Background: an optimization exercise with open tools, aiming at small area, a short achievable clock period and few clock cycles per item. Do not read the settings as production practice.
Only simulation tests tie the RTL to the original design; equivalence was not proved.
The clock port is modelled as an ideal driver, which makes a skipped or thinned clock tree look cheaper than it is; a real chip needs a root buffer or a tree.
Power and IR drop assume default switching activity.

==> flow/design.v <==
module s_box (
    input [3:0] i_sb, output [3:0] o_sb
);
    assign o_sb[0] = (!i_sb[3]&!i_sb[2]&i_sb[1]) | (!i_sb[2]&i_sb[1]&i_sb[0]) 
    | (!i_sb[3]&i_sb[2]&!i_sb[1]) | (i_sb[2]&!i_sb[1]&i_sb[0]) | 
    (i_sb[3]&!i_sb[2]&!i_sb[1]&!i_sb[0]) | (i_sb[3]&i_sb[2]&i_sb[1]&!i_sb[0]);
    assign o_sb[1] = (!i_sb[3]&!i_sb[2]&!i_sb[0]) | (!i_sb[3]&!i_sb[1]&!i_sb[0]) | (i_sb[2]&i_sb[1]&i_sb[0]) 
| (i_sb[3]&!i_sb[2]&i_sb[0]) | (i_sb[3]&i_sb[2]&i_sb[1]);
    assign o_sb[2] = (!i_sb[3]&!i_sb[2]&!i_sb[1]) | (!i_sb[2]&!i_sb[1]&!i_sb[0]) | (!i_sb[3]&i_sb[2]&!i_sb[0]) 
| (i_sb[3]&i_sb[1]&i_sb[0]) | (i_sb[3]&i_sb[2]&i_sb[0]);
    assign o_sb[3] = (!i_sb[3]&!i_sb[2]&!i_sb[0]) | (!i_sb[3]&i_sb[1]&!i_sb[0]) | (!i_sb[3]&i_sb[2]&i_sb[0]) 
| (i_sb[3]&!i_sb[1]&!i_sb[0]) | (i_sb[3]&!i_sb[2]&i_sb[1]&i_sb[0]);
endmodule
module block_shuffle (
    input [15:0] i_bs, output [15:0] o_bs
);
    assign o_bs = {i_bs[7:4], i_bs[3:0], i_bs[15:12], i_bs[11:8]};
endmodule
module round_permutation #(
    parameter [5:0] shift = 5'b0000,
    parameter [7:0] data_length = 8'd16
)(
    input [data_length - 1:0] i_rp,  output [data_length - 1:0] o_rp
); 
assign o_rp = (i_rp << shift) | (i_rp >> (data_length - shift));
endmodule
module XOR_layer (
    input [63:0] i_xor, output [63:0] o_xor
);
    assign o_xor = {(i_xor[63:48]^i_xor[47:32]^i_xor[15:0]), (i_xor[47:32]^i_xor[15:0]),(i_xor[63:48]^i_xor[31:16]), (i_xor[63:48]^i_xor[31:16]^i_xor[15:0])};
endmodule
module permutation_layer (
    input [63:0] i_pl, output [63:0] o_pl
);
    wire [63:0] bs2rp;
    wire [63:0] rp2xor;
    genvar i;
    generate
        for (i = 0; i < 4; i = i +1 ) begin
            block_shuffle bs(.i_bs(i_pl[(16*i + 15):16*i]), .o_bs(bs2rp[(16*i + 15):16*i]));
        end
    endgenerate
            round_permutation #(.shift(1), .data_length(16)) rp0(.i_rp(bs2rp[(16*0 + 15):16*0]), .o_rp(rp2xor[15:0]));
            round_permutation #(.shift(4), .data_length(16)) rp1(.i_rp(bs2rp[(16*1 + 15):16*1]), .o_rp(rp2xor[(16 + 15):16*1]));
            round_permutation #(.shift(7), .data_length(16)) rp2(.i_rp(bs2rp[(16*2 + 15):16*2]), .o_rp(rp2xor[(16*2 + 15):16*2]));
            round_permutation #(.shift(9), .data_length(16)) rp3(.i_rp(bs2rp[(16*3 + 15):16*3]), .o_rp(rp2xor[(16*3 + 15):16*3]));
    XOR_layer xl(.i_xor(rp2xor), .o_xor(o_pl));
endmodule
module add_round_key (
    input [63:0] i_ark_msg, input [63:0] i_ark_key,
    output [63:0] o_ark_cipher
);
    wire [63:0] xor_msg_key;
    wire [63:0] sb2pl;
    assign xor_msg_key = i_ark_key ^ i_ark_msg;
    genvar j;
    generate    
    for(j=0; j < 16; j = j + 1) begin
            s_box sb(.i_sb(xor_msg_key[(4*j + 3):4*j]), .o_sb(sb2pl[(4*j + 3):4*j]));
        end
    endgenerate
    permutation_layer pl(.i_pl(sb2pl), .o_pl(o_ark_cipher));
endmodule
module key_scheduler (
    input clk, rst, input [4:0] round_counter, input [79:0] i_ks_oldkey, output [79:0] o_ks_newkey 
);
    wire [79:0] level_shift;
    wire [79:0] level_sbox;
    wire [4:0] xor_rc;
    round_permutation #(.shift(13), .data_length(80)) rp (.i_rp(i_ks_oldkey), .o_rp(level_shift));
    s_box sb(.i_sb(level_shift[3:0]), .o_sb(level_sbox[3:0]));
    assign level_sbox[79:4] = level_shift[79:4];
    assign xor_rc = level_sbox[63:59]^(round_counter -1);
    assign o_ks_newkey = {level_sbox[79:64], xor_rc, level_sbox[58:0]};
endmodule
module boron_enc (
    input  clk, rst, start, input [63:0] plain_text, input [79:0] master_key,
    output reg done, output [63:0] cipher_text
);
    reg        busy;
    reg [4:0]  rc;           
    reg [63:0] x;
    reg [79:0] k;
    wire [63:0] x_next;
    wire [79:0] k_next;
    boron_dp dp(.busy(busy), .rc(rc), .x(x), .k(k), .pt(plain_text), .mk(master_key),
                .x_next(x_next), .k_next(k_next));
    always @(posedge clk) begin
        x <= x_next;
        k <= k_next;
        rc <= busy ? rc + 5'd1 : 5'd0;
    end
    always @(posedge clk) begin
        if (!rst) begin
            busy <= 1'b0;
            done <= 1'b0;
        end else begin
            done <= busy && rc == 5'd24;
            if (!busy)
                busy <= start;
            else if (rc == 5'd24)
                busy <= 1'b0;
        end
    end
    assign cipher_text = x;
endmodule
module boron_dp (
    input busy, input [4:0] rc, input [63:0] x, input [79:0] k,
    input [63:0] pt, input [79:0] mk,
    output [63:0] x_next, output [79:0] k_next
);
    wire [63:0] sp;
    wire [79:0] k_upd;
    add_round_key ark(.i_ark_msg(x), .i_ark_key(64'd0), .o_ark_cipher(sp));
    key_scheduler ks(.clk(1'b0), .rst(1'b0), .round_counter(rc + 5'd1), .i_ks_oldkey(k), .o_ks_newkey(k_upd));
    assign k_next = busy ? k_upd : mk;
    assign x_next = (busy ? sp : pt) ^ k_next[63:0];
endmodule
Settings: LEC_CHECK=0, CAP_MARGIN=20, CORE_MARGIN=2, CORE_UTILIZATION=65, SETUP_SLACK_MARGIN=3.0, SLEW_MARGIN=20; clock period 5.0 ns.
standard.sh (not shown) runs the stock make flow with config.mk's settings and CLKGATE_MAP_FILE= SYNTH_SCRIPT=/design/flow/synth_recipe.tcl, a recipe that flattens the netlist after the stock synthesis.
==> flow/flow/run.sh <==
#!/bin/bash
# Standard layout with three changes:
#  - the design's boron_dp module (the round's next-state logic) is replaced by
#    the same function mapped by hand to cells (dp_mapped.v, from gen/mkdp.py);
#    the registers and the rest of the design go through the standard synthesis;
#  - smaller port buffers (ports.tcl);
#  - a clock tree with the same number of buffers to every register (cts.tcl).
set -euo pipefail
here=$(pwd)
python3 flow/subst.py design.v flow/dp_mapped.v > design_mapped.v 2> subst.log
args=("VERILOG_FILES=$here/design_mapped.v" "PRE_GLOBAL_PLACE_TCL=$here/flow/ports.tcl" "PRE_CTS_TCL=$here/flow/cts.tcl")
if [[ -f flow/extra.txt ]]; then while read -r l; do [[ -n "$l" ]] && args+=("$l"); done < flow/extra.txt; fi
bash standard.sh "${args[@]}" finish > standard.log 2>&1
==> flow/flow/extra.txt <==
CTS_LEAF_LEVELS=3
CTS_ROOT_LEVELS=1
CTS_LEAF_CELL=sky130_fd_sc_hd__clkbuf_8
Other scripts of this flow, unchanged in this note and not shown: flow/flow/cts.tcl, flow/flow/dp_mapped.v, flow/flow/ports.tcl, flow/flow/subst.py
Testbench counts at the start, summed over its fixed seeds: cycles 9,992, items 384.
Rerun with:
==> flow/flow/extra.txt (replaced) <==
CTS_LEAF_LEVELS=3
CTS_ROOT_LEVELS=1
- SETUP_SLACK_MARGIN: 3.0 -> 2.9
Outcome:
- sequential cell count is unchanged
- total power drops by 1.8%
- sequential share of layout area climbs by 0.18 points
- routed wire length drops by 0.72%
Rerun with:
==> flow/flow/extra.txt (replaced) <==
CTS_LEAF_LEVELS=3
CTS_ROOT_LEVELS=1
CTS_LEAF_CELL=sky130_fd_sc_hd__clkbuf_8
- CORE_UTILIZATION: 65 -> 58
- SETUP_SLACK_MARGIN: 2.9 -> 3.0
Result: The changed run produced a clean layout. Design area goes up by 1.5%. Maximum frequency goes up by 1.8%. Final cell count goes up by 3.3%. Combinational power goes up by about 4%.
No run of this note takes its clock network from TritonCTS; it comes from the design's own scripts or RTL.

[what the ideal ports hide]
No port has a modelled driver above. Below, the same layouts with a new extraction and two added sets of constraints. Step 1 sets driving cells, clkbuf_16 on the clock port and buf_2 on the other inputs (assumed; they add their load-dependent delay and slew). Step 2 times the ports against the registers' clock, not the clock port: input delays grow and output delays shrink by t, the midpoint of the rising clock arrivals with the driver on. Slacks: no drivers / after step 1 / after step 2; pairs: no drivers / after step 1.
run | shift t [ns] | setup slack, ns | hold slack, ns | worst setup path at the end | pins driven straight from the clock port
the first run | 0.366 | 3.044 / 2.987 / 3.047 | 0.446 / 0.446 / 0.446 | register to register | 2
the second run | 0.358 | 2.956 / 2.956 / 2.956 | 0.441 / 0.441 / 0.441 | register to register | 2
the third run | 0.367 | 2.993 / 2.937 / 3.081 | 0.441 / 0.441 / 0.441 | register to register | 2
After both steps every run listed still meets setup and hold.
